Source: an optimization exercise on an open RTL-to-GDS flow (aim: small area and few clock cycles). Production flows keep margins and buffers that such runs may drop.
Function was checked by simulation only, so behaviour that the tests miss may differ from the original.
Power and IR drop assume default switching activity.

[config.mk]
export PLATFORM = sky130hd
export DESIGN_NAME = apb_register_top
export DESIGN_NICKNAME = apb_register_top
export VERILOG_FILES = /design/flow/design.v
export SDC_FILE = /design/flow/constraint.sdc
export NUM_CORES = 4
export LEC_CHECK = 0
export CAP_MARGIN = 20
export CORE_MARGIN = 2
export CORE_UTILIZATION = 40
export PLACE_DENSITY = 0.6
export SLEW_MARGIN = 20
[constraint.sdc]
create_clock -name core_clock -period 5.0 [get_ports {clk}]
set_input_delay 1.0000 -clock core_clock [delete_from_list [all_inputs] [get_ports {clk}]]
set_output_delay 1.0000 -clock core_clock [all_outputs]
set_load 0.01 [all_outputs]
[design.v]
module apb_slave (
    input               psel,
    input               pwrite,
    input  logic [31:0] paddr,
    output logic [31:0] prdata,
    output logic        pready,
    output logic        pslverr,
    output logic        wr_tx,
    output logic        wr_cfg,
    output logic        wr_ctrl,
    output logic [2:0]  rsel,
    input  logic [31:0] rdata
);
    logic       aligned;
    logic [2:0] a;
    assign aligned = ~|paddr[31:5] & ~|paddr[1:0];
    assign a       = paddr[4:2];
    logic wvalid, rvalid;
    assign wvalid = aligned & ~a[2] & (a[1] | ~a[0]);
    assign rvalid = aligned & (~a[2] | (a[1:0] == 2'b00));
    assign pready  = 1'b1;
    assign pslverr = pwrite ? ~wvalid : ~rvalid;
    assign wr_tx   = psel & pwrite & aligned & (a == 3'd0);
    assign wr_cfg  = psel & pwrite & aligned & (a == 3'd2);
    assign wr_ctrl = psel & pwrite & aligned & (a == 3'd3);
    assign rsel   = a;
    assign prdata = rdata;
endmodule
module register_block (
    input               clk,
    input               reset,
    input  logic [31:0] wdata,
    input  logic        wr_tx,
    input  logic        wr_cfg,
    input  logic        wr_ctrl,
    input  logic [2:0]  rsel,
    output logic [31:0] rdata,
    output logic [31:0] tx_data,
    output logic        ctrl_cpol,
    output logic        ctrl_cpha,
    output logic        ctrl_order,
    output logic [3:0]  ctrl_slave_en,
    output logic        ctrl_rd,
    output logic [1:0]  ctrl_scks,
    output logic        start_op,
    input  logic [31:0] rx_data,
    input               busy
);
    logic [9:0] cfg_data;
    logic       ctrl_data;
    assign ctrl_cpol     = cfg_data[0];
    assign ctrl_cpha     = cfg_data[1];
    assign ctrl_order    = cfg_data[2];
    assign ctrl_slave_en = cfg_data[6:3];
    assign ctrl_rd       = cfg_data[7];
    assign ctrl_scks     = cfg_data[9:8];
    assign start_op      = ctrl_data;
    always_ff @(posedge clk or negedge reset) begin
        if (!reset) begin
            tx_data   <= 32'd0;
            cfg_data  <= 10'd0;
            ctrl_data <= 1'b0;
        end else begin
            if (wr_tx)   tx_data   <= wdata;
            if (wr_cfg)  cfg_data  <= wdata[9:0];
            if (wr_ctrl) ctrl_data <= wdata[0];
        end
    end
    logic sel_tx, sel_rx, sel_cfg, sel_ctrl, sel_stt;
    assign sel_tx   = ~rsel[2] & ~rsel[1] & ~rsel[0];
    assign sel_rx   = ~rsel[2] & ~rsel[1] &  rsel[0];
    assign sel_cfg  = ~rsel[2] &  rsel[1] & ~rsel[0];
    assign sel_ctrl = ~rsel[2] &  rsel[1] &  rsel[0];
    assign sel_stt  =  rsel[2];
    assign rdata = ({32{sel_tx}}   & tx_data)
                 | ({32{sel_rx}}   & rx_data)
                 | ({32{sel_cfg}}  & {22'd0, cfg_data})
                 | ({32{sel_ctrl}} & {31'd0, ctrl_data})
                 | ({32{sel_stt}}  & {31'd0, busy});
endmodule
module apb_register_top (
    input          clk,           
    input          rst,           
    input          psel,          
    input          penable,       
    input          pwrite,        
    input  logic [31:0] paddr,    
    input  logic [31:0] pwdata,   
    output logic [31:0] prdata,   
    output logic        pready,    
    output logic        pslverr,   
    output logic [31:0] tx_data,           
    output logic        ctrl_cpol,         
    output logic        ctrl_cpha,         
    output logic        ctrl_order,        
    output logic [3:0]  ctrl_slave_en,     
    output logic        ctrl_rd,           
    output logic [1:0]  ctrl_scks,         
    output logic        start_op,          
    input  logic [31:0] rx_data,           
    input  logic        busy               
);
    logic [31:0] rdata;
    logic [2:0]  rsel;
    logic        wr_tx, wr_cfg, wr_ctrl;
    apb_slave u_apb_slave (
        .psel, .pwrite, .paddr,
        .prdata, .pready, .pslverr,
        .wr_tx, .wr_cfg, .wr_ctrl, .rsel, .rdata
    );
    register_block u_register_block (
        .clk, .reset(rst), .wdata(pwdata),
        .wr_tx, .wr_cfg, .wr_ctrl, .rsel, .rdata,
        .tx_data, .ctrl_cpol, .ctrl_cpha, .ctrl_order,
        .ctrl_slave_en, .ctrl_rd, .ctrl_scks, .start_op,
        .rx_data, .busy
    );
endmodule
[run.sh]
#!/bin/bash
# synth_recipe.tcl (not shown) runs the flow's synth.tcl, then flattens the netlist and writes it again
# the make line also repeats each setting of config.mk as NAME=value (left out here)
make -C /OpenROAD-flow-scripts/flow DESIGN_CONFIG=/design/flow/config.mk WORK_HOME=/design/flow/orfs CLKGATE_MAP_FILE= SYNTH_SCRIPT=/design/flow/synth_recipe.tcl finish
==> results of run 1 <==
metrics by stage:
stage                     area [sq um]  hold WS (ns)
after floorplan                   2250         0.549
after global placement            4080         0.507
after detailed placement          4080         0.510
after CTS                         4170         0.529
after global routing              4170         0.553
final                             4170         0.527
per-layer routing:
metal  vias up  track usage [%]
met2        96             43.9
met5         -                0
met1      1113             25.2
li1       1052                -
met3         6             7.73
met4         0             5.34
layout make-up:
class / instances / area, sq um / area share [%]
repair buffers: 181 / 1790 / 43.1
multi-input cells: 131 / 1110 / 26.6
flip-flops and latches: 43 / 1080 / 25.8
well taps: 72 / 90.1 / 2.16
clock buffers: 5 / 68.8 / 1.65
clock inverters: 3 / 20.0 / 0.480
inverters: 3 / 11.3 / 0.270
worst paths after layout:
| check | depth (start not counted) | slack, ns | from | end |
|---|---|---|---|---|
| max in group asynchronous | 1 | 3.57 | rst | u_register_block.tx_data[24]$_DFFE_PN0P_ |
| hold / removal | 1 | 0.53 | u_register_block.tx_data[28]$_DFFE_PN0P_ | u_register_block.tx_data[28]$_DFFE_PN0P_ |
| min in group asynchronous | 1 | 0.84 | rst | u_register_block.tx_data[9]$_DFFE_PN0P_ |
| hold reg to reg | 1 | 0.53 | u_register_block.tx_data[28]$_DFFE_PN0P_ | u_register_block.tx_data[28]$_DFFE_PN0P_ |
| setup / recovery | 6 | 0.70 | paddr[3] | prdata[4] |
| setup reg to reg | 1 | 4.20 | u_register_block.tx_data[22]$_DFFE_PN0P_ | u_register_block.tx_data[22]$_DFFE_PN0P_ |
power by group through the flow:
| stage | registers [mW] | logic (mW) | clock network (mW) |
|---|---|---|---|
| 2_1_floorplan | 0.354 | 0.0294 | 0 |
| 5_1_grt | 0.347 | 0.146 | 0.239 |
| 4_1_cts | 0.347 | 0.137 | 0.224 |
| 6_report | 0.347 | 0.136 | 0.218 |
| 3_3_place_gp | 0.354 | 0.134 | 0 |
| 3_5_place_dp | 0.354 | 0.137 | 0 |
layout by cell type, fill, tap and decap left out, types with 2 or more instances in the layout:
| master | count |
|---|---|
| a21oi_1 | 11 |
| a22o_1 | 22 |
| buf_4 | 5 |
| clkbuf_8 | 5 |
| clkdlybuf4s50_1 | 175 |
| clkinvlp_4 | 2 |
| dfrtp_1 | 43 |
| inv_1 | 3 |
| mux2_2 | 43 |
| mux2i_1 | 9 |
| nand2_1 | 2 |
| nand4_1 | 3 |
| nor2_1 | 20 |
| nor4_1 | 7 |
| nor4_4 | 2 |
cell usage after synthesis, types with 2 or more instances:
| cell type | number | share of area, % |
|---|---|---|
| clkbuf_1 | 7 | 1.2 |
| mux2i_1 | 9 | 4.0 |
| inv_1 | 3 | 0.50 |
| nand2_1 | 2 | 0.33 |
| buf_4 | 4 | 1.3 |
| a21oi_1 | 11 | 2.4 |
| nor2_1 | 20 | 3.3 |
| mux2_2 | 43 | 22 |
| nor3_1 | 2 | 0.44 |
| nor4_1 | 7 | 1.9 |
| a22o_1 | 22 | 8.6 |
| dfrtp_1 | 43 | 48 |
| nor4_4 | 2 | 1.9 |
| nand4_1 | 3 | 0.83 |
state kept, by name (all words and copies together), names as in the netlist:
register and cells:
u_register_block.cfg_data 10, u_register_block.tx_data 32, u_register_block.ctrl_data 1
cell families (layout without fill, tap and decap cells):
group | after synthesis | count (layout) | share of synthesized area, %
flops | 43 | 43 | 47.8
simple gates | 41 | 41 | 10.6
mux | 53 | 53 | 26.0
buf+inv | 15 | 192 | 3.50
other cells | 1 | 1 | 0.167
compound gates | 36 | 36 | 12.0
worst max-delay path, cell delays in order:
cell and delay (ns):
clkdlybuf4s50_1 0.73, buf_4 0.34, nor2_1 0.41, a21oi_1 0.13, nor2_1 0.10, clkdlybuf4s50_1 0.58
==> run summary, run 1 <==
status timing/DRC/antenna clean; sw frac 23.6%; period utilization 85.9%; syn avg cell area 11.9 sq um; die height 79.0 microns; PortBufs 176; pre-CTS setup slack 0.690 ns; Clock Power Share 31.1%; top routing layer used met4; Placed Cells incl. Taps 430; Setup Buffers After CTS 0; Internal Power 0.536 mW; unrepaired setup endpoints after global routing false; Worst Setup End Kind output port; PwrDens 168 mW/mm^2; P&R area growth vs syn 85.2%; pin slew with the least headroom to its limit 0.940 ns; nets@finish 467; Finished Core Util 76.2%; DRT Wirelength 7.34 mm; n_diodes 0; Max IR drop VDD 156 uV; vias in the first global route 2,321; Min-Delay Path Class register to register; clk slew on worst S/H paths 0.08 ns; Syn Std Cell Area 0.00225 sq mm; cts repair resizes 0; Core Area 0.00547 sq mm; Pleak 1.78 nW; initial drt markers 60; Root Driver clkbuf_8; Die Area 0.00624 sq mm; Sw Pwr 0.166 mW; endpoints failing setup 0; clock latency on the worst-skew pair 0.30 ns; max_slew headroom 37.3%; Post-synth ARST share 100%; setup TNS 0 ns; library cells used by synthesis 25; hold buffer count at CTS 0; Worst Skew 0 ns; first-pass iteration count of the detailed router 4; Num CTS Buffers 5; first-pass GRT wire length 11.4 mm; type of origin of the critical path input pin; Global Route Usage Sum 23.4%; vias per cell 5.18; routability cong. 0.765; Final Critical Period 4.30 ns; Clock Sink Count 43; deepest clock path buffer count 2; chip width 79.0 microns; combinational group share of total power 19.3%; share of layout cells above drive strength 1 16.9%; Post-synth top flop dfrtp_1; PnR worst setup slack 0.703 ns; Rows 27; largest net degree at the start of global routing 44; Non-Filler Instances 438; Worst Path Arrival 3.30 ns; met3 routed WL 654 microns; post-route ant nets 0; synth warn 1; via count 2,267; fin. max-slew vios 0; CP max FO 12; synthesized instance count 189; GRT overflow 0; # H-tree levels 2; routed length per instance 16.8 microns; total design power 0.701 mW; initial antenna violation count 0; Synth Net Count 291; Max-cap violations 0; I/O pin cnt 179; Max Clk Rate 233 MHz; FF+latch count, synth 43; CTS tree yes; Final Hold Vio Count 0; number of synthesized flops with an enable pin 0; DRC Markers 0; worst path required time 4.00 ns; starting density of the core 41.1%; FILL cells 436; register share of total power 49.5%; Final HPWL DP 5.65 mm; DRT met1 WL 2.70 mm; met2 WL post-DR 3.92 mm; crit path kind input pin to output port; post-synthesis sequential area ratio 47.8%
Testbench counts, summed over its fixed seeds: cycles 48,000.
==> inputs of run 2 (changes only) <==
--- a/config.mk
+++ b/config.mk
@@ -5,6 +5,7 @@
 export SDC_FILE = /design/flow/constraint.sdc
 export NUM_CORES = 4
 export LEC_CHECK = 0
+export ABC_AREA = 1
 export CAP_MARGIN = 20
 export CORE_MARGIN = 2
 export CORE_UTILIZATION = 40
==> run summary, run 2 <==
hold buffer count at CTS 0 (unchanged); cts repair resizes 0 (unchanged); Worst Path Arrival 3.17 ns (-0.13 ns); initial antenna violation count 0 (unchanged); clock latency on the worst-skew pair 0.30 ns (about the same); Worst Setup End Kind output port; vias in the first global route 2,623 (+13%); synth warn 1 (unchanged); Setup Buffers After CTS 0 (unchanged); DRT Wirelength 8.28 mm (+13%); I/O pin cnt 179 (unchanged); Min Hold Slack 0.505 ns (-0.0214 ns); Post-synth ARST share 100% (unchanged); via count 2,775 (+22%); met3 routed WL 614 microns (-6.1%); Final Hold Vio Count 0 (unchanged); multi-input logic area 0.00115 sq mm (+4.2%); syn avg cell area 7.76 sq um (-35%); unrepaired setup endpoints after global routing false; Final HPWL DP 6.16 mm (+9.0%); fin. max-slew vios 0 (unchanged); Max-cap violations 0 (unchanged); starting density of the core 41.0% (-0.15 points); largest net degree at the start of global routing 47 (+6.8%); worst path required time 4.00 ns (about the same); max FFs per register 32 (unchanged); most frequent cells in the layout clkdlybuf4s50_1, nand2_1, nand4_1, dfrtp_1, a22o_1; FILL cells 484 (+11%); number of synthesized flops with an enable pin 0 (unchanged); clk slew on worst S/H paths 0.08 ns (about the same); Min-Delay Path Class register to register; initial drt markers 93 (+55%); Max Clk Rate 240 MHz (+2.9%); routed length per instance 15.0 microns (-10%); endpoints failing setup 0 (unchanged); Largest Register u_register_block.tx_data; Post-synth top flop dfrtp_1; n_diodes 0 (unchanged); Synth top area share 44.9% (-2.9 points); status timing/DRC/antenna clean; cell taking the most area after synthesis dfrtp_1; type of origin of the critical path input pin; vias per cell 5.04 (-2.7%); DRC Markers 0 (unchanged); Final Critical Period 4.17 ns (-0.123 ns); Synth Net Count 411 (+41%); R2R Path Start u_register_block.tx_data[19]$_DFFE_PN0P_; first-pass iteration count of the detailed router 4 (unchanged); met2 WL post-DR 4.11 mm (+4.8%); PortBufs 176 (unchanged); Global Route Usage Sum 25.7% (+2.3 points); hold_sp u_register_block.tx_data[16]$_DFFE_PN0P_; Core Area 0.00585 sq mm (+6.9%); post-synthesis sequential area ratio 44.9% (-2.9 points); P&R area growth vs syn 78.3%; chip width 81.4 microns (+3.0%); first-pass GRT wire length 13.2 mm (+15%); nets@finish 577 (+24%); library cells used by synthesis 21 (-16%); routability cong. 0.795 (+3.9%); pin slew with the least headroom to its limit 0.937 ns (-0.00317 ns); deepest clock path buffer count 2 (unchanged); total design power 0.761 mW (+8.5%); CTS tree yes; die height 81.4 microns (+3.0%); DRT met1 WL 3.37 mm (+25%); Syn Std Cell Area 0.00240 sq mm (+6.5%); Design Area, Final 0.00428 sq mm (+2.6%); Root Driver clkbuf_8; pre-CTS setup slack 0.829 ns (+0.139 ns); PnR worst setup slack 0.826 ns (+0.123 ns); Max IR drop VDD 157 uV (+0.45%); setup TNS 0 ns (unchanged); post-route ant nets 0 (unchanged); Setup crit start paddr[4]; Clock Sink Count 43 (unchanged); share of layout cells above drive strength 1 4.62% (-12 points); commonest non-fill, non-tap cell in the layout clkdlybuf4s50_1; Rows 28 (+3.7%); Pleak 1.95 nW (+9.1%); Placed Area 0.00416 sq mm (+2.1%); FF+latch count, synth 43 (unchanged); Top Registers u_register_block.tx_data x32, u_register_block.cfg_data x10, u_register_block.ctrl_data x1; CP max FO 20 (+8); top cells by area, synth dfrtp_1, nand2_1, nand4_1, a22o_1, nor2_1; top-count cell post-synth nand2_1; period utilization 83.5% (-2.5 points); Register Area 0.00108 sq mm (unchanged); GRT overflow 0 (unchanged); Num CTS Buffers 5 (unchanged); # H-tree levels 2 (unchanged); max_slew headroom 37.6% (+0.21 points); synthesized instance count 309 (+63%); top routing layer used met4; Worst Skew 0 ns (unchanged); PwrDens 178 mW/mm^2 (+5.8%); Post-synth top cells nand2_1, dfrtp_1, nand4_1; Die Area 0.00663 sq mm (+6.2%); crit path kind input pin to output port
## run 2: area by class of cell
class	instances	area share (%)
flip-flops and latches	43	25.2
multi-input cells	235	27.0
repair buffers	184	42.5
clock buffers	5	1.61
well taps	75	2.19
clock inverters	3	1.02
inverters	6	0.527
## run 2: worst paths after layout
kind,endpoint,slack (ns),cells past startpoint
worst max register to register,u_register_block.tx_data[19]$_DFFE_PN0P_,4.34,2
min in group asynchronous,u_register_block.tx_data[11]$_DFFE_PN0P_,0.84,1
worst min register to register,u_register_block.tx_data[16]$_DFFE_PN0P_,0.51,2
max in group asynchronous,u_register_block.tx_data[18]$_DFFE_PN0P_,3.58,1
worst max-delay path,prdata[8],0.83,8
worst min-delay path,u_register_block.tx_data[16]$_DFFE_PN0P_,0.51,2
## run 2: worst max-delay path: stages
cell,delay [ns]
clkdlybuf4s50_1,0.52
nor2_1,0.19
nand2_1,0.06
inv_1,0.34
buf_4,0.33
nand2_1,0.07
nand3_1,0.10
clkdlybuf4s50_1,0.56
## run 2: power breakdown
part           internal [mW]  leakage (nW)  switching (mW)
logic                 0.0892          1.29          0.0498
registers              0.347         0.601   0.00000000128
clock network          0.149        0.0581           0.126
## run 2: cells by family after synthesis
logic type	after synthesis	share of synthesized area [%]
flops	43	44.9
buf+inv	31	7.20
other cells	1	0.156
compound gates	25	8.77
simple gates	209	39.0
## run 2: layer usage
layer  global-route usage [%]  vias to the layer above
li1                         -                     1388
met1                     33.2                     1263
met2                     43.3                      109
met3                     5.71                       15
met4                     7.46                        0
met5                        0                        -
## run 2: per-stage QoR
stage                     cells  util (%)
after floorplan             309         -
after global placement      543      71.2
after detailed placement    543      71.2
after CTS                   551      73.1
after global routing        551      73.1
final                       551      73.1
==> inputs of run 3 (changes only) <==
==> flow/run.sh (new file) <==
#!/bin/bash
# Standard layout, but with the smallest buffer on every input and output port.
set -euo pipefail
cd "$(dirname "$0")/.."
bash standard.sh "BUFFER_PORTS_ARGS=-buffer_cell sky130_fd_sc_hd__buf_1" finish > make_finish.log 2>&1
==> standard.sh (new file) <==
#!/bin/bash
# synth_recipe.tcl (not shown) runs the flow's synth.tcl, then flattens the netlist and writes it again
# the make line also repeats each setting of config.mk as NAME=value (left out here)
make -C /OpenROAD-flow-scripts/flow DESIGN_CONFIG=/design/flow/config.mk WORK_HOME=/design/flow/orfs CLKGATE_MAP_FILE= SYNTH_SCRIPT=/design/flow/synth_recipe.tcl "${@:-finish}"
--- a/config.mk
+++ b/config.mk
@@ -5,7 +5,6 @@
 export SDC_FILE = /design/flow/constraint.sdc
 export NUM_CORES = 4
 export LEC_CHECK = 0
-export ABC_AREA = 1
 export CAP_MARGIN = 20
 export CORE_MARGIN = 2
 export CORE_UTILIZATION = 40
removed: run.sh
==> run summary, run 3 <==
status timing/DRC/antenna clean; synth warn 1 (unchanged); worst path required time 4.00 ns (about the same); hold buffer count at CTS 0 (unchanged); number of synthesized flops with an enable pin 0 (unchanged); P&R area growth vs syn 35.8%; Largest Register u_register_block.tx_data; starting density of the core 41.1% (+0.15 points); clock latency on the worst-skew pair 0.28 ns (-0.02 ns); initial antenna violation count 0 (unchanged); Worst Skew 0 ns (unchanged); Core Area 0.00547 sq mm (-6.5%); Synth Net Count 291 (-29%); share of layout cells above drive strength 1 16.2% (+12 points); Max IR drop VDD 163 uV (+3.9%); clk slew on worst S/H paths 0.07 ns (about the same); max FFs per register 32 (unchanged); Max-cap violations 0 (unchanged); CP max FO 14 (-30%); post-route ant nets 0 (unchanged); library cells used by synthesis 25 (+19%); Post-synth top cells dfrtp_1, mux2_2, a22o_1; Max Clk Rate 261 MHz (+9.1%); vias per cell 5.09 (+1.1%); Top Registers u_register_block.tx_data x32, u_register_block.cfg_data x10, u_register_block.ctrl_data x1; crit path kind input pin to output port; Finished Core Util 55.9% (-17 points); max_slew headroom 36.9% (-0.61 points); Min-Delay Path Class register to register; Root Driver clkbuf_8; Setup Buffers After CTS 0 (unchanged); Design Area, Final 0.00306 sq mm (-29%); fin. max-slew vios 0 (unchanged); Global Route Usage Sum 20.2% (-5.5 points); chip width 79.0 microns (-2.9%); FF+latch count, synth 43 (unchanged); I/O pin cnt 179 (unchanged); routed length per instance 14.7 microns (-1.8%); pin slew with the least headroom to its limit 0.946 ns (+0.00920 ns); vias in the first global route 2,074 (-21%); largest net degree at the start of global routing 44 (-6.4%); nets@finish 467 (-19%); # H-tree levels 2 (unchanged); PortBufs 176 (unchanged); Post-synth ARST share 100% (unchanged); top cells by area, synth dfrtp_1, mux2_2, a22o_1, mux2i_1, nor2_1; Non-Filler Instances 436 (-21%); period utilization 76.5% (-7.0 points); most frequent cells in the layout buf_1, mux2_2, dfrtp_1, a22o_1, nor2_1; type of origin of the critical path input pin; Placed Area 0.00298 sq mm (-28%); unrepaired setup endpoints after global routing false; Pleak 1.34 nW (-31%); commonest non-fill, non-tap cell in the layout buf_1; Synth top area share 47.8% (+2.9 points); via count 2,219 (-20%); Final Hold Vio Count 0 (unchanged); post-synthesis sequential area ratio 47.8% (+2.9 points); routability cong. 0.709 (-11%); deepest clock path buffer count 2 (unchanged); CTS tree yes; Num CTS Buffers 5 (unchanged); Worst Setup End Kind output port; syn avg cell area 11.9 sq um (+54%); Syn Std Cell Area 0.00225 sq mm (-6.1%); Rows 27 (-3.6%); Worst Path Arrival 2.83 ns (-0.34 ns); die height 79.0 microns (-2.9%); DRT Wirelength 6.43 mm (-22%); Post-synth top flop dfrtp_1; first-pass GRT wire length 9.75 mm (-26%); DRC Markers 0 (unchanged); total design power 0.621 mW (-18%); PwrDens 203 mW/mm^2 (+14%); cts repair resizes 0 (unchanged); Die Area 0.00624 sq mm (-5.8%); Final HPWL DP 4.81 mm (-22%); cell taking the most area after synthesis dfrtp_1; setup TNS 0 ns (unchanged); synthesized instance count 189 (-39%); Placed Cells incl. Taps 430 (-21%); initial drt markers 70 (-25%); GRT overflow 0 (unchanged); Final Critical Period 3.83 ns (-0.348 ns); n_diodes 0 (unchanged); Clock Sink Count 43 (unchanged); first-pass iteration count of the detailed router 4 (unchanged); endpoints failing setup 0 (unchanged)
-- run 3: changes by cell type after synthesis, sizes merged, moves of 10 or more --
cell   delta
nand2   -128
mux2     +44
nand4    -40
buf      -13
nand3    -13
a21oi    +10
-- run 3: power breakdown --
part	internal, mW	switching, mW
Clock	0.0931	0.104
Combinational	0.0320	0.0443
Sequential	0.348	0.00000000123
-- run 3: layout make-up --
class / instances / area [sq um]
Timing Repair Buffer: 181 / 699
Inverter: 3 / 11.3
Multi-Input combinational cell: 131 / 1110
Tap cell: 72 / 90.1
Clock buffer: 6 / 72.6
Sequential cell: 43 / 1080
Fill cell: 519 / 2420
-- run 3: worst paths after layout --
kind | startpoint | to | slack [ns] | cells past startpoint
max | paddr[2] | prdata[2] | 1.17 | 6
max reg2reg | u_register_block.tx_data[10]$_DFFE_PN0P_ | u_register_block.tx_data[10]$_DFFE_PN0P_ | 4.20 | 1
max in group asynchronous | rst | u_register_block.tx_data[1]$_DFFE_PN0P_ | 3.56 | 1
min reg2reg | u_register_block.tx_data[28]$_DFFE_PN0P_ | u_register_block.tx_data[28]$_DFFE_PN0P_ | 0.53 | 1
min in group asynchronous | rst | u_register_block.tx_data[9]$_DFFE_PN0P_ | 0.86 | 1
min | u_register_block.tx_data[28]$_DFFE_PN0P_ | u_register_block.tx_data[28]$_DFFE_PN0P_ | 0.53 | 1
-- run 3: metrics by stage --
step,hold slack (ns),setup slack (ns)
6_report,0.527,1.17
5_1_grt,0.557,0.966
4_1_cts,0.528,1.14
3_5_place_dp,0.511,1.14
3_3_place_gp,0.507,1.18
2_1_floorplan,0.549,1.97
-- run 3: kinds of logic after synthesis --
family	Yosys count	synth area share, %
flops	43	47.8
buf+inv	15	3.50
mux	53	26.0
compound gates	36	12.0
simple gates	41	10.6
other cells	1	0.167
-- run 3: critical path, stage by stage --
cell and delay [ns]:
buf_1 0.60, inv_1 0.27, nor2_1 0.52, a21oi_1 0.15, nor2_1 0.11, buf_1 0.17
-- run 3: routing by layer --
metal / global-route usage, % / up-vias / share of wire [%]
met4: 5.52 / 0 / 0.64
met1: 25.5 / 1068 / 42
met5: 0 / - / 0
li1: - / 1056 / -
met3: 4.89 / 2 / 7.5
met2: 34.5 / 93 / 50
==> inputs of run 4 (changes only) <==
--- a/config.mk
+++ b/config.mk
@@ -8,5 +8,8 @@
 export CAP_MARGIN = 20
 export CORE_MARGIN = 2
 export CORE_UTILIZATION = 40
+export CTS_BUF_LIST = sky130_fd_sc_hd__clkbuf_4
+export CTS_CLUSTER_DIAMETER = 200
+export CTS_CLUSTER_SIZE = 50
 export PLACE_DENSITY = 0.6
 export SLEW_MARGIN = 20
==> run summary, run 4 <==
CP max FO 14 (unchanged); n_diodes 0 (unchanged); clock latency on the worst-skew pair 0.33 ns (+0.05 ns); unrepaired setup endpoints after global routing false; PortBufs 176 (unchanged); Slowest cell on crit path buf_1; sw frac 24.9% (+1.1 points); die height 79.0 microns (unchanged); Syn Std Cell Area 0.00225 sq mm (unchanged); nets@finish 467 (unchanged); fin. max-slew vios 0 (unchanged); FILL cells 527 (+1.5%); Synth Net Count 291 (unchanged); Core Area 0.00547 sq mm (unchanged); cts repair resizes 0 (unchanged); combinational group share of total power 13.1% (+0.8 points); routability cong. 0.709 (unchanged); # H-tree levels 2 (unchanged); worst path required time 4.00 ns (about the same); syn avg cell area 11.9 sq um (unchanged); P&R area growth vs syn 34.6%; Min-Delay Path Class register to register; pre-CTS setup slack 1.14 ns (unchanged); cell family with the largest share of critical-path delay buffers and inverters; DRC Markers 0 (unchanged); endpoints failing setup 0 (unchanged); commonest non-fill, non-tap cell in the layout buf_1; Top Registers u_register_block.tx_data x32, u_register_block.cfg_data x10, u_register_block.ctrl_data x1; Crit path buffers/inverters 3 (unchanged); library cells used by synthesis 25 (unchanged); crit path kind input pin to output port; first-pass GRT wire length 9.70 mm (-0.49%); initial antenna violation count 0 (unchanged); Largest Register u_register_block.tx_data; largest family of logic cells by synthesized area multiplexers; Internal Power 0.435 mW (-7.9%); setup TNS 0 ns (unchanged); via count 2,216 (-0.14%); Synth Area in Adders 0% (unchanged); Max IR drop VDD 112 uV (-31%); Worst Path Arrival 2.83 ns (about the same); synthesized instance count 189 (unchanged); share of layout cells above drive strength 1 16.5% (+0.27 points); Setup crit start paddr[2]; Clock Power Share 26.9% (-4.8 points); hold buffer count at CTS 0 (unchanged); routed length per instance 14.6 microns (-0.82%); most frequent cells in the layout buf_1, mux2_2, dfrtp_1, a22o_1, nor2_1; DRT Wirelength 6.38 mm (-0.82%); hold_sp u_register_block.tx_data[28]$_DFFE_PN0P_; post-route ant nets 0 (unchanged); Setup Buffers After CTS 0 (unchanged); Die Area 0.00624 sq mm (unchanged); register share of total power 59.9% (+3.9 points); cells along the critical path buf_1 -> inv_1 -> nor2_1 -> a21oi_1 -> nor2_1 -> buf_1; Finished Core Util 55.3% (-0.50 points); Pleak 1.33 nW (-0.71%); Max-cap violations 0 (unchanged); Final Hold Vio Count 0 (unchanged); Post-synth top cells dfrtp_1, mux2_2, a22o_1; max FFs per register 32 (unchanged); Worst Skew 0 ns (unchanged); R2R Path Start u_register_block.tx_data[10]$_DFFE_PN0P_; max_slew headroom 37.6% (+0.62 points); period utilization 76.6% (+0.081 points); CP peak stage delay 0.60 ns (about the same); GRT overflow 0 (unchanged); cell taking the most area after synthesis dfrtp_1; deepest clock path buffer count 2 (unchanged); I/O pin cnt 179 (unchanged); Root Driver clkbuf_4; largest net degree at the start of global routing 44 (unchanged); type of origin of the critical path input pin; Worst Setup End Kind output port; Post-synth top flop dfrtp_1; Clock Sink Count 43 (unchanged); Rows 27 (unchanged); vias in the first global route 2,088 (+0.68%); simple-gate share of the synthesized area 10.6% (unchanged); Final Critical Period 3.83 ns (+0.00407 ns); Num CTS Buffers 5 (unchanged); initial drt markers 69 (-1.4%); first-pass iteration count of the detailed router 4 (unchanged); top cells by area, synth dfrtp_1, mux2_2, a22o_1, mux2i_1, nor2_1; synth warn 1 (unchanged); pin slew with the least headroom to its limit 0.937 ns (-0.00934 ns); Synth top area share 47.8% (unchanged); Global Route Usage Sum 20.0% (-0.17 points); status timing/DRC/antenna clean; PnR worst setup slack 1.17 ns (-0.00407 ns); number of synthesized flops with an enable pin 0 (unchanged); Max Clk Rate 261 MHz (-0.11%); multi-input logic area 0.00111 sq mm (unchanged); vias per cell 5.08 (-0.14%); Final HPWL DP 4.81 mm (unchanged); post-synthesis sequential area ratio 47.8% (unchanged); CTS tree yes; clk slew on worst S/H paths 0.11 ns (+0.04 ns); Sw Pwr 0.145 mW (-2.2%); PwrDens 191 mW/mm^2 (-5.7%); mux cell area share after synthesis 26.0% (unchanged); Post-synth ARST share 100% (unchanged); chip width 79.0 microns (unchanged); FF+latch count, synth 43 (unchanged); starting density of the core 41.1% (unchanged); Synth Area in Compound Gates 12.0% (unchanged); Register Area 0.00108 sq mm (unchanged); Synth Area in XOR/XNOR 0% (unchanged)
[run 4: cell types whose count changed in the layout (fill, tap and decap cells not counted)]
| cell | delta |
|---|---|
| clkbuf_4 | +6 |
| clkbuf_8 | -5 |
| clkbuf_1 | -1 |
[run 4: through the flow]
step | total power [mW] | hold WS [ns] | area [sq um] | cells
global route | 0.614 | 0.567 | 3030 | 436
global placement | 0.430 | 0.507 | 2980 | 430
finish | 0.580 | 0.537 | 3030 | 436
floorplan | 0.384 | 0.549 | 2250 | 189
detailed placement | 0.431 | 0.511 | 2980 | 430
CTS | 0.589 | 0.537 | 3030 | 436
[run 4: layout make-up]
class | count | share of cell area [%]
clock buffer | 6 | 1.49
sequential | 43 | 35.5
inverter | 3 | 0.372
tap | 72 | 2.97
timing repair buffer | 181 | 23.1
multi-input combinational | 131 | 36.6
[run 4: power by group through the flow]
stage / combinational [mW] / sequential, mW / clock (mW)
global route: 0.0856 / 0.348 / 0.180
detailed placement: 0.0768 / 0.354 / 0
global placement: 0.0754 / 0.354 / 0
floorplan: 0.0294 / 0.354 / 0
finish: 0.0762 / 0.348 / 0.156
CTS: 0.0772 / 0.348 / 0.164
[run 4: final timing paths]
kind / endpoint / slack, ns / depth (start not counted)
max: prdata[2] / 1.17 / 6
min in group asynchronous: u_register_block.tx_data[9]$_DFFE_PN0P_ / 0.79 / 1
max in group asynchronous: u_register_block.tx_data[0]$_DFFE_PN0P_ / 3.63 / 1
min reg2reg: u_register_block.tx_data[28]$_DFFE_PN0P_ / 0.54 / 1
max reg2reg: u_register_block.tx_data[10]$_DFFE_PN0P_ / 4.20 / 1
min: u_register_block.tx_data[28]$_DFFE_PN0P_ / 0.54 / 1
[run 4: kinds of logic after synthesis]
| kind of cell | after synthesis |
|---|---|
| multiplexers | 53 |
| flip-flops | 43 |
| other | 1 |
| AND/OR/NAND/NOR | 41 |
| buffers and inverters | 15 |
| AO/OA/AOI/OAI | 36 |
[run 4: routing by layer]
metal,global-route usage (%),up-vias,part of all wire (%)
li1,-,1056,-
met1,24.5,1063,41
met2,35.0,93,51
met3,4.55,4,7.3
met4,6.03,0,0.97
met5,0,-,0
==> inputs of run 5 (changes only) <==
--- a/design.v
+++ b/design.v
@@ -68,9 +68,9 @@
     end
     logic sel_tx, sel_rx, sel_cfg, sel_ctrl, sel_stt;
     assign sel_tx   = ~rsel[2] & ~rsel[1] & ~rsel[0];
-    assign sel_rx   = ~rsel[2] & ~rsel[1] &  rsel[0];
-    assign sel_cfg  = ~rsel[2] &  rsel[1] & ~rsel[0];
-    assign sel_ctrl = ~rsel[2] &  rsel[1] &  rsel[0];
+    assign sel_rx   = ~rsel[1] &  rsel[0];
+    assign sel_cfg  =  rsel[1] & ~rsel[0];
+    assign sel_ctrl =  rsel[1] &  rsel[0];
     assign sel_stt  =  rsel[2];
     assign rdata = ({32{sel_tx}}   & tx_data)
                  | ({32{sel_rx}}   & rx_data)
==> flow/run.sh (replaced) <==
#!/bin/bash
# Standard layout, with these changes:
#  - synthesis maps the combinational logic with an area-oriented ABC script
#    (flow/abc_map.script); everything else in synthesis is the standard flow's own script;
#  - the smallest buffer on every input and output port;
#  - clock tree built from small buffers, without dummy loads.
set -euo pipefail
cd "$(dirname "$0")/.."
export MY_ABC_SCRIPT="$PWD/flow/abc_map.script"
bash standard.sh "SYNTH_SCRIPT=$PWD/flow/synth.tcl" \
  "BUFFER_PORTS_ARGS=-buffer_cell sky130_fd_sc_hd__buf_1" \
  "CTS_ARGS=-sink_clustering_enable -repair_clock_nets -buf_list sky130_fd_sc_hd__clkbuf_4 -dont_use_dummy_load" \
  finish > make_finish.log 2>&1
==> flow/abc_map.script (new file) <==
&get -n
&st
&dch
&nf -R 1000
&put
==> flow/synth.tcl (new file) <==
proc synth {args} { yosys synth -nofsm -noshare {*}$args }
# Map the combinational logic with the flow's own ABC script replaced by
# abc_map.script, kept beside this file.
proc abc {args} {
  set i [lsearch -exact $args -script]
  if {$i >= 0 && [info exists ::env(MY_ABC_SCRIPT)]} {
    lset args [expr {$i + 1}] $::env(MY_ABC_SCRIPT)
  }
  yosys abc {*}$args
}
source $::env(SCRIPTS_DIR)/synth.tcl
# left out here: clear keep_hierarchy, flatten, clean up, hide names made inside functions, write 1_2_yosys.v
==> config.mk (replaced) <==
export PLATFORM = sky130hd
export DESIGN_NAME = apb_register_top
export DESIGN_NICKNAME = apb_register_top
export VERILOG_FILES = /design/flow/design.v
export SDC_FILE = /design/flow/constraint.sdc
export NUM_CORES = 4
export LEC_CHECK = 0
export CAP_MARGIN = 20
export CORE_MARGIN = 2
export CORE_UTILIZATION = 70
export PLACE_DENSITY = 0.8
export SLEW_MARGIN = 20
==> run summary, run 5 <==
Rows 19 (-30%); PortBufs 176 (unchanged); library cells used by synthesis 15 (-40%); Post-synth ARST share 100% (unchanged); Synth Net Count 264 (-9.3%); chip width 58.0 microns (-27%); die height 58.0 microns (-27%); starting density of the core 74.1% (+33 points); post-synthesis sequential area ratio 52.7% (+4.9 points); Post-synth top flop dfrtp_1; status stopped before the end; number of synthesized flops with an enable pin 0 (unchanged); syn avg cell area 12.6 sq um (+5.9%); synth warn 1 (unchanged); I/O pin cnt 179 (unchanged); FF+latch count, synth 43 (unchanged); Synth top area share 52.7% (+4.9 points); synthesized instance count 162 (-14%); Error [ERROR GPL-0301] Utilization 102.048 % exceeds 100%.; cell taking the most area after synthesis dfrtp_1; top cells by area, synth dfrtp_1, mux2_1, a22o_1, nand2_1, a22oi_1; Post-synth top cells dfrtp_1, mux2_1, a22o_1; Syn Std Cell Area 0.00204 sq mm (-9.2%); Exit stage 3_3_place_gp
## run 5: changes by cell type after synthesis, sizes merged, moves of 7 or more
| cell | before | now |
|---|---|---|
| nor2 | 20 | 0 |
| nand2 | 2 | 20 |
| a21oi | 11 | 0 |
| a22oi | 0 | 9 |
| mux2i | 9 | 0 |
| clkbuf | 7 | 0 |
## run 5: cells by family after synthesis
kind of cell	Yosys count	synth area share, %
multiplexers	43	23.7
other	1	0.184
AO/OA/AOI/OAI	34	13.7
AND/OR/NAND/NOR	40	9.37
flip-flops	43	52.7
buffers and inverters	1	0.368
Testbench counts of run 5, summed over its fixed seeds: cycles 48,000.
==> inputs of run 6 (changes only) <==
--- a/config.mk
+++ b/config.mk
@@ -7,6 +7,6 @@
 export LEC_CHECK = 0
 export CAP_MARGIN = 20
 export CORE_MARGIN = 2
-export CORE_UTILIZATION = 70
+export CORE_UTILIZATION = 55
 export PLACE_DENSITY = 0.8
 export SLEW_MARGIN = 20
==> run summary, run 6 <==
Worst Path Arrival 2.71 ns; cells along the critical path buf_1 -> nor3_2 -> buf_4 -> a22o_1 -> buf_1; Crit path top cell by count buf_1; CP max FO 19; synth warn 1 (unchanged); crit path kind input pin to output port; Die Area 0.00422 sq mm; initial antenna violation count 0; type of origin of the critical path input pin; commonest non-fill, non-tap cell in the layout buf_1; first-pass GRT wire length 9.28 mm; sw frac 24.7%; initial drt markers 145; Final HPWL DP 4.71 mm; Synth Net Count 264 (unchanged); first-pass iteration count of the detailed router 4; CP peak stage delay 0.78 ns; endpoints failing setup 0; Largest Register u_register_block.tx_data; max FFs per register 32; fin. max-slew vios 0; die height 65.0 microns (+12%); top cells by area, synth dfrtp_1, mux2_1, a22o_1, nand2_1, a22oi_1; clk slew on worst S/H paths 0.13 ns; unrepaired setup endpoints after global routing false; routability cong. 0.758; routed length per instance 15.3 microns; most frequent cells in the layout buf_1, mux2_1, dfrtp_1, a22o_1, nand2_1; combinational group share of total power 13.6%; Post-synth ARST share 100% (unchanged); cell taking the most area after synthesis dfrtp_1; hold buffer count at CTS 0; Synth top area share 52.7% (unchanged); Clock Power Share 25.2%; worst path required time 4.00 ns; Pleak 1.31 nW; Num CTS Buffers 5; Post-synth top flop dfrtp_1; Crit path buffers/inverters 3; number of synthesized flops with an enable pin 0 (unchanged); GRT overflow 0; DRT Wirelength 6.03 mm; Syn Std Cell Area 0.00204 sq mm (unchanged); register share of total power 61.2%; largest net degree at the start of global routing 44; DRC Markers 0; Internal Power 0.428 mW; Root Driver clkbuf_4; post-synthesis sequential area ratio 52.7% (unchanged); cts repair resizes 0; post-route ant nets 0; Sw Pwr 0.140 mW; synthesized instance count 162 (unchanged); # H-tree levels 2; syn avg cell area 12.6 sq um (unchanged); Max Clk Rate 269 MHz; deepest clock path buffer count 2; Crit path depth 5; reg2reg path depth 1; Max-cap violations 0; FF+latch count, synth 43 (unchanged); Final Critical Period 3.71 ns; Min-Delay Path Class register to register; period utilization 74.2%; starting density of the core 56.7% (-17 points); Slowest cell on crit path nor3_2; library cells used by synthesis 15 (unchanged); via count 2,120; PortBufs 176 (unchanged); cell family with the largest share of critical-path delay simple AND/OR/NAND/NOR gates; max_slew headroom 39.5%; clock latency on the worst-skew pair 0.34 ns; hold depth 1; Rows 22 (+3); Top Registers u_register_block.tx_data x32, u_register_block.cfg_data x10, u_register_block.ctrl_data x1; vias in the first global route 1,932; status timing/DRC/antenna clean; Placed Area 0.00281 sq mm; n_diodes 0; Core Area 0.00361 sq mm; Setup Buffers After CTS 0; pin slew with the least headroom to its limit 0.908 ns; PwrDens 199 mW/mm^2; Global Route Usage Sum 29.1%; vias per cell 5.38; Design Area, Final 0.00285 sq mm; P&R area growth vs syn 39.4%; CTS tree yes; nets@finish 450; Worst Skew 0 ns; I/O pin cnt 179 (unchanged); Clock Sink Count 43; Post-synth top cells dfrtp_1, mux2_1, a22o_1; share of layout cells above drive strength 1 3.76%; chip width 65.0 microns (+12%); setup TNS 0 ns; Final Hold Vio Count 0; Max IR drop VDD 176 uV; Worst Setup End Kind output port
run 6: cell counts after synthesis:
No cell type changed its count.
run 6: power by group through the flow:
| stage | sequential (mW) | combinational [mW] | clock, mW |
|---|---|---|---|
| final | 0.348 | 0.0770 | 0.143 |
| after global routing | 0.348 | 0.0853 | 0.161 |
| after CTS | 0.348 | 0.0771 | 0.146 |
| after detailed placement | 0.354 | 0.0767 | 0 |
| after global placement | 0.354 | 0.0748 | 0 |
| after floorplan | 0.354 | 0.0266 | 0 |
run 6: kinds of logic (layout without fill, tap and decap cells):
kind of cell           after synthesis  count (layout)  share of synthesized area, %
muxes                               43              43                          23.7
DFF                                 43              43                          52.7
and+or+nand+nor                     40              40                          9.37
AOI/OAI and AO/OA                   34              34                          13.7
other                                1               1                         0.184
buffers and inverters                1             185                         0.368
run 6: final timing paths:
check                                                    startpoint                                        to  slack [ns]
setup reg to reg           u_register_block.tx_data[16]$_DFFE_PN0P_  u_register_block.tx_data[16]$_DFFE_PN0P_        4.16
hold reg to reg             u_register_block.tx_data[1]$_DFFE_PN0P_   u_register_block.tx_data[1]$_DFFE_PN0P_        0.53
hold / removal              u_register_block.tx_data[1]$_DFFE_PN0P_   u_register_block.tx_data[1]$_DFFE_PN0P_        0.53
max in group asynchronous                                       rst  u_register_block.tx_data[11]$_DFFE_PN0P_        3.65
setup / recovery                                           paddr[3]                                prdata[25]        1.29
min in group asynchronous                                       rst   u_register_block.tx_data[5]$_DFFE_PN0P_        0.76
run 6: metrics by stage:
stage	util (%)	setup WS (ns)	power, mW	hold WS (ns)	std cells
floorplan	-	0.838	0.381	0.548	162
global placement	77.9	1.36	0.429	0.494	389
detailed placement	77.9	1.30	0.431	0.500	389
CTS	79.0	1.31	0.571	0.529	394
global route	79.0	1.16	0.594	0.546	394
finish	79.0	1.29	0.568	0.527	394
run 6: final cells by class:
type                       instances  area (sq um)
sequential                        43          1080
clock buffer                       5          37.5
timing repair buffer             180           692
tap                               48          60.1
fill                             264           758
multi-input combinational        118           982
run 6: routing by layer:
layer / GRT usage [%] / part of all wire, % / vias to the layer above
li1: - / - / 997
met3: 8.51 / 8.3 / 7
met1: 36.6 / 41 / 1016
met5: 0 / 0 / -
met2: 49.0 / 50 / 100
met4: 7.98 / 1.0 / 0
==> inputs of run 7 (changes only) <==
--- a/config.mk
+++ b/config.mk
@@ -7,6 +7,6 @@
 export LEC_CHECK = 0
 export CAP_MARGIN = 20
 export CORE_MARGIN = 2
-export CORE_UTILIZATION = 55
-export PLACE_DENSITY = 0.8
+export CORE_UTILIZATION = 30
+export PLACE_DENSITY = 0.5
 export SLEW_MARGIN = 20
==> run summary, run 7 <==
hold depth 1 (unchanged); R2R Path Start u_register_block.tx_data[22]$_DFFE_PN0P_; Worst Setup End Kind output port; M3 GR Usage 4.19% (-4.3 points); cells along the critical path buf_1 -> nor3_2 -> buf_4 -> a22o_1 -> buf_1; # H-tree levels 2 (unchanged); post-route ant nets 0 (unchanged); first-pass iteration count of the detailed router 4 (unchanged); PwrDens 197 mW/mm^2 (-1.2%); total design power 0.570 mW (+0.35%); cell taking the most area after synthesis dfrtp_1; Crit path buffers/inverters 3 (unchanged); reg2reg path depth 1 (unchanged); period utilization 74.2% (about the same); vias per cell 4.94 (-8.2%); chip width 86.5 microns (+33%); starting density of the core 30.6% (-26 points); crit path kind input pin to output port; GRT met2 Usage 29.3% (-20 points); endpoints failing setup 0 (unchanged); Max IR drop VDD 116 uV (-34%); I/O pin cnt 179 (unchanged); routed length per instance 14.6 microns (-4.6%); synth warn 1 (unchanged); CP peak stage delay 0.77 ns (about the same); status timing/DRC/antenna clean; PnR worst setup slack 1.29 ns (+0.00251 ns); Die Area 0.00749 sq mm (+77%); Root Driver clkbuf_4; Synth Net Count 264 (unchanged); DRT Wirelength 6.22 mm (+3.2%); n_diodes 0 (unchanged); cts repair resizes 0 (unchanged); Global Route Usage Sum 15.9% (-13 points); unrepaired setup endpoints after global routing false; Post-synth top cells dfrtp_1, mux2_1, a22o_1; P&R area growth vs syn 41.6%; number of synthesized flops with an enable pin 0 (unchanged); max_slew headroom 41.3% (+1.8 points); syn avg cell area 12.6 sq um (unchanged); DRC Markers 0 (unchanged); pin slew with the least headroom to its limit 0.879 ns (-0.0289 ns); hold_sp u_register_block.tx_data[10]$_DFFE_PN0P_; hold buffer count at CTS 0 (unchanged); post-synthesis sequential area ratio 52.7% (unchanged); setup TNS 0 ns (unchanged); Syn Std Cell Area 0.00204 sq mm (unchanged); CTS tree yes; PortBufs 176 (unchanged); first-pass GRT wire length 9.16 mm (-1.3%); GRT overflow 0 (unchanged); Rows 30 (+36%); Synth top area share 52.7% (unchanged); Post-synth top flop dfrtp_1; Final Critical Period 3.71 ns (-0.00251 ns); Setup Buffers After CTS 0 (unchanged); share of layout cells above drive strength 1 4.05% (+0.29 points); Largest Register u_register_block.tx_data; Final HPWL DP 4.74 mm (+0.59%); initial drt markers 53 (-63%); fin. max-slew vios 0 (unchanged); max FFs per register 32 (unchanged); FILL cells 668 (+150%); synthesized instance count 162 (unchanged); Post-synth ARST share 100% (unchanged); largest net degree at the start of global routing 44 (unchanged); top cells by area, synth dfrtp_1, mux2_1, a22o_1, nand2_1, a22oi_1; Finished Core Util 43.3% (-36 points); RR Endpoint u_register_block.tx_data[22]$_DFFE_PN0P_; Max Clk Rate 270 MHz (about the same); Pleak 1.31 nW (about the same); pre-CTS setup slack 1.24 ns (-0.0634 ns); Min-Delay Path Class register to register; Register Area 0.00108 sq mm (unchanged); Max-cap violations 0 (unchanged); Worst Skew 0 ns (unchanged); Clock Sink Count 43 (unchanged); deepest clock path buffer count 2 (unchanged); nets@finish 450 (unchanged); vias in the first global route 1,874 (-3.0%); clock latency on the worst-skew pair 0.32 ns (-0.02 ns); CP max FO 20 (+1); Slowest cell on crit path nor3_2; routability cong. 0.704 (-7.1%); Final Hold Vio Count 0 (unchanged); multi-input logic area 987 sq um (+0.51%); Worst Path Arrival 2.71 ns (about the same); most frequent cells in the layout buf_1, mux2_1, dfrtp_1, a22o_1, nand2_1; cell family with the largest share of critical-path delay simple AND/OR/NAND/NOR gates; layer with the highest usage met2; Core Area 0.00668 sq mm (+85%); commonest non-fill, non-tap cell in the layout buf_1; Worst Hold End u_register_block.tx_data[10]$_DFFE_PN0P_; FF-to-FF setup slack 4.18 ns (+0.02 ns); worst path required time 4.00 ns (about the same); Crit path top cell by count buf_1; clk slew on worst S/H paths 0.11 ns (-0.02 ns); initial antenna violation count 0 (unchanged); Num CTS Buffers 5 (unchanged); via count 2,104 (-0.75%); FF+latch count, synth 43 (unchanged); library cells used by synthesis 15 (unchanged); met1 Resource Use GR 18.4% (-18 points); type of origin of the critical path input pin; Top Registers u_register_block.tx_data x32, u_register_block.cfg_data x10, u_register_block.ctrl_data x1; die height 86.5 microns (+33%)
-- run 7: worst max-delay path by stage --
stage,start,end,slack (ns),cells past startpoint
after floorplan,paddr[22],u_register_block.tx_data[0]$_DFFE_PN0P_,0.84,6
after global routing,paddr[3],prdata[14],1.10,5
after global placement,paddr[3],prdata[14],1.22,5
after CTS,paddr[3],prdata[14],1.23,5
after detailed placement,paddr[3],prdata[14],1.24,5
final,paddr[3],prdata[14],1.29,5
-- run 7: kinds of logic (layout without fill, tap and decap cells) --
group / after synthesis / count (layout) / synth area share, %
flops: 43 / 43 / 52.7
simple gates: 40 / 40 / 9.37
buf+inv: 1 / 185 / 0.368
mux: 43 / 43 / 23.7
compound gates: 34 / 34 / 13.7
other cells: 1 / 1 / 0.184
-- run 7: final cells by class --
type,count,share of cell area [%]
tap,80,3.46
sequential,43,37.2
timing repair buffer,180,23.9
multi-input combinational,118,34.1
clock buffer,5,1.30
-- run 7: power by group --
| part | switching [mW] | internal [mW] | leakage, nW |
|---|---|---|---|
| clock network | 0.0968 | 0.0472 | 0.0230 |
| registers | 0.00000000109 | 0.348 | 0.601 |
| logic | 0.0449 | 0.0335 | 0.691 |
-- run 7: metrics by stage --
| stage | area [sq um] | instances | hold WS [ns] |
|---|---|---|---|
| finish | 2890 | 426 | 0.528 |
| detailed placement | 2860 | 421 | 0.503 |
| floorplan | 2050 | 162 | 0.548 |
| CTS | 2890 | 426 | 0.527 |
| global route | 2890 | 426 | 0.553 |
| global placement | 2860 | 421 | 0.495 |
-- run 7: layer usage --
metal,wire [microns],up-vias
li1,-,993
met1,2560,977
met2,3040,132
met3,582,2
met4,34,0
met5,0,-
==> inputs of run 8 (changes only) <==
--- a/config.mk
+++ b/config.mk
@@ -7,6 +7,6 @@
 export LEC_CHECK = 0
 export CAP_MARGIN = 20
 export CORE_MARGIN = 2
-export CORE_UTILIZATION = 30
-export PLACE_DENSITY = 0.5
+export CORE_UTILIZATION = 40
+export PLACE_DENSITY = 0.6
 export SLEW_MARGIN = 20
==> run summary, run 8 <==
DRC Markers 0 (unchanged); Worst Skew 0 ns (unchanged); routability cong. 0.789 (+12%); number of synthesized flops with an enable pin 0 (unchanged); Design Area, Final 0.00287 sq mm (-0.69%); Num CTS Buffers 5 (unchanged); routed length per instance 14.1 microns (-3.2%); Worst Path Arrival 2.67 ns (-0.04 ns); syn avg cell area 12.6 sq um (unchanged); Syn Std Cell Area 0.00204 sq mm (unchanged); worst path required time 4.00 ns (about the same); FILL cells 464 (-31%); Max Clk Rate 273 MHz (+1.1%); cts repair resizes 0 (unchanged); CP max FO 20 (unchanged); first-pass iteration count of the detailed router 4 (unchanged); Worst Setup End Kind output port; Synth Net Count 264 (unchanged); Min-Delay Path Class register to register; Core Area 0.00501 sq mm (-25%); Placed Area 0.00284 sq mm (-0.70%); Synth top area share 52.7% (unchanged); cell taking the most area after synthesis dfrtp_1; # H-tree levels 2 (unchanged); clk slew on worst S/H paths 0.10 ns (about the same); via count 2,101 (-0.14%); PortBufs 176 (unchanged); starting density of the core 40.8% (+10 points); setup TNS 0 ns (unchanged); GRT overflow 0 (unchanged); Pleak 1.31 nW (-0.38%); status timing/DRC/antenna clean; initial antenna violation count 0 (unchanged); CTS tree yes; max_slew headroom 36.9% (-4.4 points); post-synthesis sequential area ratio 52.7% (unchanged); Final Hold Vio Count 0 (unchanged); hold buffer count at CTS 0 (unchanged); Clock Sink Count 43 (unchanged); library cells used by synthesis 15 (unchanged); Post-synth top cells dfrtp_1, mux2_1, a22o_1; Global Route Usage Sum 20.3% (+4.4 points); vias in the first global route 1,811 (-3.4%); Final Critical Period 3.67 ns (-0.0402 ns); vias per cell 5.06 (+2.5%); Post-synth ARST share 100% (unchanged); Setup Buffers After CTS 0 (unchanged); deepest clock path buffer count 2 (unchanged); Max-cap violations 0 (unchanged); top cells by area, synth dfrtp_1, mux2_1, a22o_1, nand2_1, a22oi_1; Final HPWL DP 4.53 mm (-4.6%); die height 75.5 microns (-13%); Top Registers u_register_block.tx_data x32, u_register_block.cfg_data x10, u_register_block.ctrl_data x1; P&R area growth vs syn 40.6%; Root Driver clkbuf_4; post-route ant nets 0 (unchanged); synthesized instance count 162 (unchanged); unrepaired setup endpoints after global routing false; Rows 26 (-13%); type of origin of the critical path input pin; period utilization 73.4% (-0.80 points); PwrDens 198 mW/mm^2 (+0.45%); FF+latch count, synth 43 (unchanged); Largest Register u_register_block.tx_data; chip width 75.5 microns (-13%); nets@finish 449 (-0.22%); Post-synth top flop dfrtp_1; endpoints failing setup 0 (unchanged); share of layout cells above drive strength 1 3.77% (-0.28 points); I/O pin cnt 179 (unchanged); DRT Wirelength 5.87 mm (-5.7%); most frequent cells in the layout buf_1, mux2_1, dfrtp_1, a22o_1, nand2_1; commonest non-fill, non-tap cell in the layout buf_1; Die Area 0.00570 sq mm (-24%); synth warn 1 (unchanged); n_diodes 0 (unchanged); Max IR drop VDD 120 uV (+3.3%); pin slew with the least headroom to its limit 0.947 ns (+0.0678 ns); largest net degree at the start of global routing 44 (unchanged); max FFs per register 32 (unchanged); initial drt markers 107 (+100%); first-pass GRT wire length 8.61 mm (-6.0%); PnR worst setup slack 1.33 ns (+0.0402 ns); clock latency on the worst-skew pair 0.32 ns (about the same); crit path kind input pin to output port; pre-CTS setup slack 1.28 ns (+0.0415 ns); fin. max-slew vios 0 (unchanged)
-- run 8: cell types whose count changed in the layout (fill, tap and decap cells not counted), sizes merged --
cell	previous run	this run
clkbuf	6	5
-- run 8: cell families (layout without fill, tap and decap cells) --
logic type             Yosys count  after routing  share of synthesized area, %
DFF                             43             43                          52.7
AOI/OAI and AO/OA               34             34                          13.7
other                            1              1                         0.184
muxes                           43             43                          23.7
buffers and inverters            1            184                         0.368
and+or+nand+nor                 40             40                          9.37
-- run 8: per-stage QoR --
step	power [mW]	util, %	hold slack, ns	std cells
global placement	0.431	56.6	0.496	410
global route	0.604	57.3	0.544	415
floorplan	0.381	-	0.548	162
CTS	0.581	57.3	0.524	415
detailed placement	0.432	56.6	0.501	410
finish	0.569	57.3	0.524	415
-- run 8: where the power goes --
| part | internal (mW) | switching, mW | total, mW | leakage (nW) |
|---|---|---|---|---|
| registers | 0.348 | 0.00000000108 | 0.348 | 0.601 |
| logic | 0.0330 | 0.0435 | 0.0766 | 0.686 |
| clock network | 0.0472 | 0.0972 | 0.144 | 0.0230 |
| total | 0.428 | 0.141 | 0.569 | 1.31 |
-- run 8: layout make-up --
cell class                 instances  area [sq um]  area share (%)
sequential                        43          1080            37.5
multi-input combinational        118           987            34.4
timing repair buffer             179           684            23.8
tap                               70          87.6            3.05
clock buffer                       5          37.5            1.31
-- run 8: worst max-delay path, cell delays in order --
cell and delay (ns):
buf_1 0.19, nor3_2 0.76, buf_4 0.38, a22o_1 0.18, buf_1 0.15
-- run 8: path summary, 6_finish.rpt --
kind                                                                from                                       end  slack [ns]  cells past startpoint
worst min register to register  u_register_block.cfg_data[0]$_DFFE_PN0P_  u_register_block.cfg_data[0]$_DFFE_PN0P_        0.52                      1
max in group asynchronous                                            rst   u_register_block.tx_data[8]$_DFFE_PN0P_        3.60                      1
worst max-delay path                                            paddr[3]                                prdata[11]        1.33                      5
min in group asynchronous                                            rst   u_register_block.tx_data[7]$_DFFE_PN0P_        0.80                      1
worst max register to register  u_register_block.tx_data[10]$_DFFE_PN0P_  u_register_block.tx_data[10]$_DFFE_PN0P_        4.17                      1
worst min-delay path            u_register_block.cfg_data[0]$_DFFE_PN0P_  u_register_block.cfg_data[0]$_DFFE_PN0P_        0.52                      1
-- run 8: layer usage --
metal / global-route usage (%) / routed length [microns] / share of wire (%) / vias up
met2: 32.9 / 2750 / 47 / 120
li1: - / - / - / 998
met1: 27.2 / 2550 / 43 / 981
met5: 0 / 0 / 0 / -
met4: 4.68 / 24 / 0.41 / 0
met3: 5.95 / 543 / 9.3 / 2
==> inputs of run 9 (changes only) <==
--- a/config.mk
+++ b/config.mk
@@ -5,8 +5,8 @@
 export SDC_FILE = /design/flow/constraint.sdc
 export NUM_CORES = 4
 export LEC_CHECK = 0
-export CAP_MARGIN = 20
+export CAP_MARGIN = 0
 export CORE_MARGIN = 2
 export CORE_UTILIZATION = 40
 export PLACE_DENSITY = 0.6
-export SLEW_MARGIN = 20
+export SLEW_MARGIN = 0
==> run summary, run 9 <==
CP max FO 20 (unchanged); Crit path buffers/inverters 3 (unchanged); via count 2,101 (unchanged); Pleak 1.31 nW (about the same); Final HPWL DP 4.53 mm (unchanged); Post-synth top flop dfrtp_1; Setup Buffers After CTS 0 (unchanged); vias per cell 5.06 (unchanged); hold buffer count at CTS 0 (unchanged); hold_sp u_register_block.cfg_data[0]$_DFFE_PN0P_; cells along the critical path buf_1 -> nor3_2 -> buf_4 -> a22o_1 -> buf_1; Register Area 0.00108 sq mm (unchanged); post-synthesis sequential area ratio 52.7% (unchanged); share of layout cells above drive strength 1 3.77% (unchanged); n_diodes 0 (unchanged); Max Clk Rate 273 MHz (unchanged); PortBufs 176 (unchanged); Synth top area share 52.7% (unchanged); DRC Markers 0 (unchanged); first-pass GRT wire length 8.61 mm (unchanged); Synth Net Count 264 (unchanged); cell taking the most area after synthesis dfrtp_1; Final Critical Period 3.67 ns (unchanged); Worst Skew 0 ns (unchanged); vias in the first global route 1,811 (unchanged); first-pass iteration count of the detailed router 4 (unchanged); Root Driver clkbuf_4; cell family with the largest share of critical-path delay simple AND/OR/NAND/NOR gates; Min-Delay Path Class register to register; fin. max-slew vios 0 (unchanged); commonest non-fill, non-tap cell in the layout buf_1; Clock Sink Count 43 (unchanged); CTS tree yes; clk slew on worst S/H paths 0.10 ns (about the same); GRT overflow 0 (unchanged); routability cong. 0.789 (unchanged); top cells by area, synth dfrtp_1, mux2_1, a22o_1, nand2_1, a22oi_1; initial antenna violation count 0 (unchanged); Crit path top cell by count buf_1; chip width 75.5 microns (unchanged); type of origin of the critical path input pin; syn avg cell area 12.6 sq um (unchanged); Placed Cells incl. Taps 410 (unchanged); cts repair resizes 0 (unchanged); R2R Path Start u_register_block.tx_data[10]$_DFFE_PN0P_; starting density of the core 40.8% (unchanged); Slowest cell on crit path nor3_2; DRT Wirelength 5.87 mm (about the same); pin slew with the least headroom to its limit 1.05 ns (+0.107 ns); deepest clock path buffer count 2 (unchanged); setup TNS 0 ns (unchanged); multi-input logic area 987 sq um (unchanged); Num CTS Buffers 5 (unchanged); Finished Core Util 57.3% (unchanged); I/O pin cnt 179 (unchanged); CP peak stage delay 0.76 ns (about the same); Top Registers u_register_block.tx_data x32, u_register_block.cfg_data x10, u_register_block.ctrl_data x1; die height 75.5 microns (unchanged); clock latency on the worst-skew pair 0.32 ns (about the same); FF+latch count, synth 43 (unchanged); total design power 0.569 mW (about the same); most frequent cells in the layout buf_1, mux2_1, dfrtp_1, a22o_1, nand2_1; Worst Path Arrival 2.67 ns (about the same); Placed Area 0.00284 sq mm (unchanged); status timing/DRC/antenna clean; synthesized instance count 162 (unchanged); Worst Setup End Kind output port; Largest Register u_register_block.tx_data; Non-Filler Instances 415 (unchanged); routed length per instance 14.1 microns (about the same); FILL cells 464 (unchanged); worst path required time 4.00 ns (about the same); period utilization 73.4% (unchanged); library cells used by synthesis 15 (unchanged); number of synthesized flops with an enable pin 0 (unchanged); synth warn 1 (unchanged); Setup crit start paddr[3]; max_slew headroom 29.7% (-7.1 points); unrepaired setup endpoints after global routing false; Post-synth ARST share 100% (unchanged); # H-tree levels 2 (unchanged); Global Route Usage Sum 20.3% (unchanged); Max IR drop VDD 120 uV (about the same); Design Area, Final 0.00287 sq mm (unchanged); PwrDens 198 mW/mm^2 (about the same); Die Area 0.00570 sq mm (unchanged); largest net degree at the start of global routing 44 (unchanged); endpoints failing setup 0 (unchanged); Max-cap violations 0 (unchanged); Syn Std Cell Area 0.00204 sq mm (unchanged); Final Hold Vio Count 0 (unchanged); Post-synth top cells dfrtp_1, mux2_1, a22o_1; Core Area 0.00501 sq mm (unchanged); P&R area growth vs syn 40.6% (unchanged); Rows 26 (unchanged); crit path kind input pin to output port; max FFs per register 32 (unchanged); initial drt markers 107 (unchanged); post-route ant nets 0 (unchanged); nets@finish 449 (unchanged)
-- run 9: through the flow --
step                      worst slack (ns)  hold slack [ns]
after floorplan                      0.838            0.548
after global placement                1.30            0.496
after detailed placement              1.28            0.501
after CTS                             1.28            0.524
after global routing                  1.17            0.544
final                                 1.33            0.524
-- run 9: area by class of cell --
type | count | area share [%]
multi-input combinational | 118 | 34.4
timing repair buffer | 179 | 23.8
tap | 70 | 3.05
sequential | 43 | 37.5
clock buffer | 5 | 1.31
-- run 9: cells by family (layout without fill, tap and decap cells) --
| kind of cell | Yosys count | in the layout | synth area share [%] |
|---|---|---|---|
| buffers and inverters | 1 | 184 | 0.368 |
| AOI/OAI and AO/OA | 34 | 34 | 13.7 |
| muxes | 43 | 43 | 23.7 |
| other | 1 | 1 | 0.184 |
| DFF | 43 | 43 | 52.7 |
| and+or+nand+nor | 40 | 40 | 9.37 |
-- run 9: final timing paths --
check,end,slack (ns),cells after the start
worst max-delay path,prdata[11],1.33,5
worst min-delay path,u_register_block.cfg_data[0]$_DFFE_PN0P_,0.52,1
worst max register to register,u_register_block.tx_data[10]$_DFFE_PN0P_,4.17,1
worst min register to register,u_register_block.cfg_data[0]$_DFFE_PN0P_,0.52,1
max in group asynchronous,u_register_block.tx_data[8]$_DFFE_PN0P_,3.50,1
min in group asynchronous,u_register_block.tx_data[7]$_DFFE_PN0P_,0.84,1
-- run 9: report_power, final --
| part | switching (mW) | leakage [nW] | internal [mW] |
|---|---|---|---|
| registers | 0.00000000108 | 0.601 | 0.348 |
| clock network | 0.0972 | 0.0230 | 0.0472 |
| logic | 0.0435 | 0.686 | 0.0330 |
-- run 9: routing by layer --
| metal | share of wire [%] | global-route usage (%) |
|---|---|---|
| met1 | 43 | 27.2 |
| met2 | 47 | 32.9 |
| met3 | 9.3 | 5.95 |
| met4 | 0.41 | 4.68 |
| met5 | 0 | 0 |

## re-timing with driven ports
How much do the figures lean on ideal ports? The routed layouts below were timed once more, with nothing changed but the port constraints.
Step 1 assumes that a clkbuf_16 drives the clock port and a buf_2 every other input.
Step 2 moves the port delays by t, midway between the first and last clock arrival at a register: inputs arrive t later, outputs are due t later. That takes back most of the time a late clock gives input paths.
a / b / c = ideal / step 1 / step 2; a / b = the first two.
run | t, ns | slack for setup (ns) | worst setup path at the end | worst register clock-pin slew, ns
run 1 | 0.319 | 0.703 / 0.673 / 0.673 | input to output | 0.08 / 0.08
run 2 | 0.328 | 0.826 / 0.783 / 0.783 | input to output | 0.09 / 0.09
run 3 | 0.312 | 1.174 / 1.141 / 1.141 | input to output | 0.08 / 0.08
run 4 | 0.359 | 1.170 / 1.137 / 1.137 | input to output | 0.11 / 0.11
run 6 | 0.366 | 1.289 / 1.265 / 1.265 | input to output | 0.13 / 0.13
run 7 | 0.349 | 1.292 / 1.266 / 1.266 | input to output | 0.12 / 0.12
run 8 | 0.353 | 1.332 / 1.307 / 1.307 | input to output | 0.12 / 0.12
run 9 | 0.353 | 1.332 / 1.307 / 1.307 | input to output | 0.12 / 0.12
After both steps setup and hold are still met in every run listed. For run 2, which loses most, drivers alone change the setup slack by -0.043 ns; drivers and shift together by -0.043 ns.
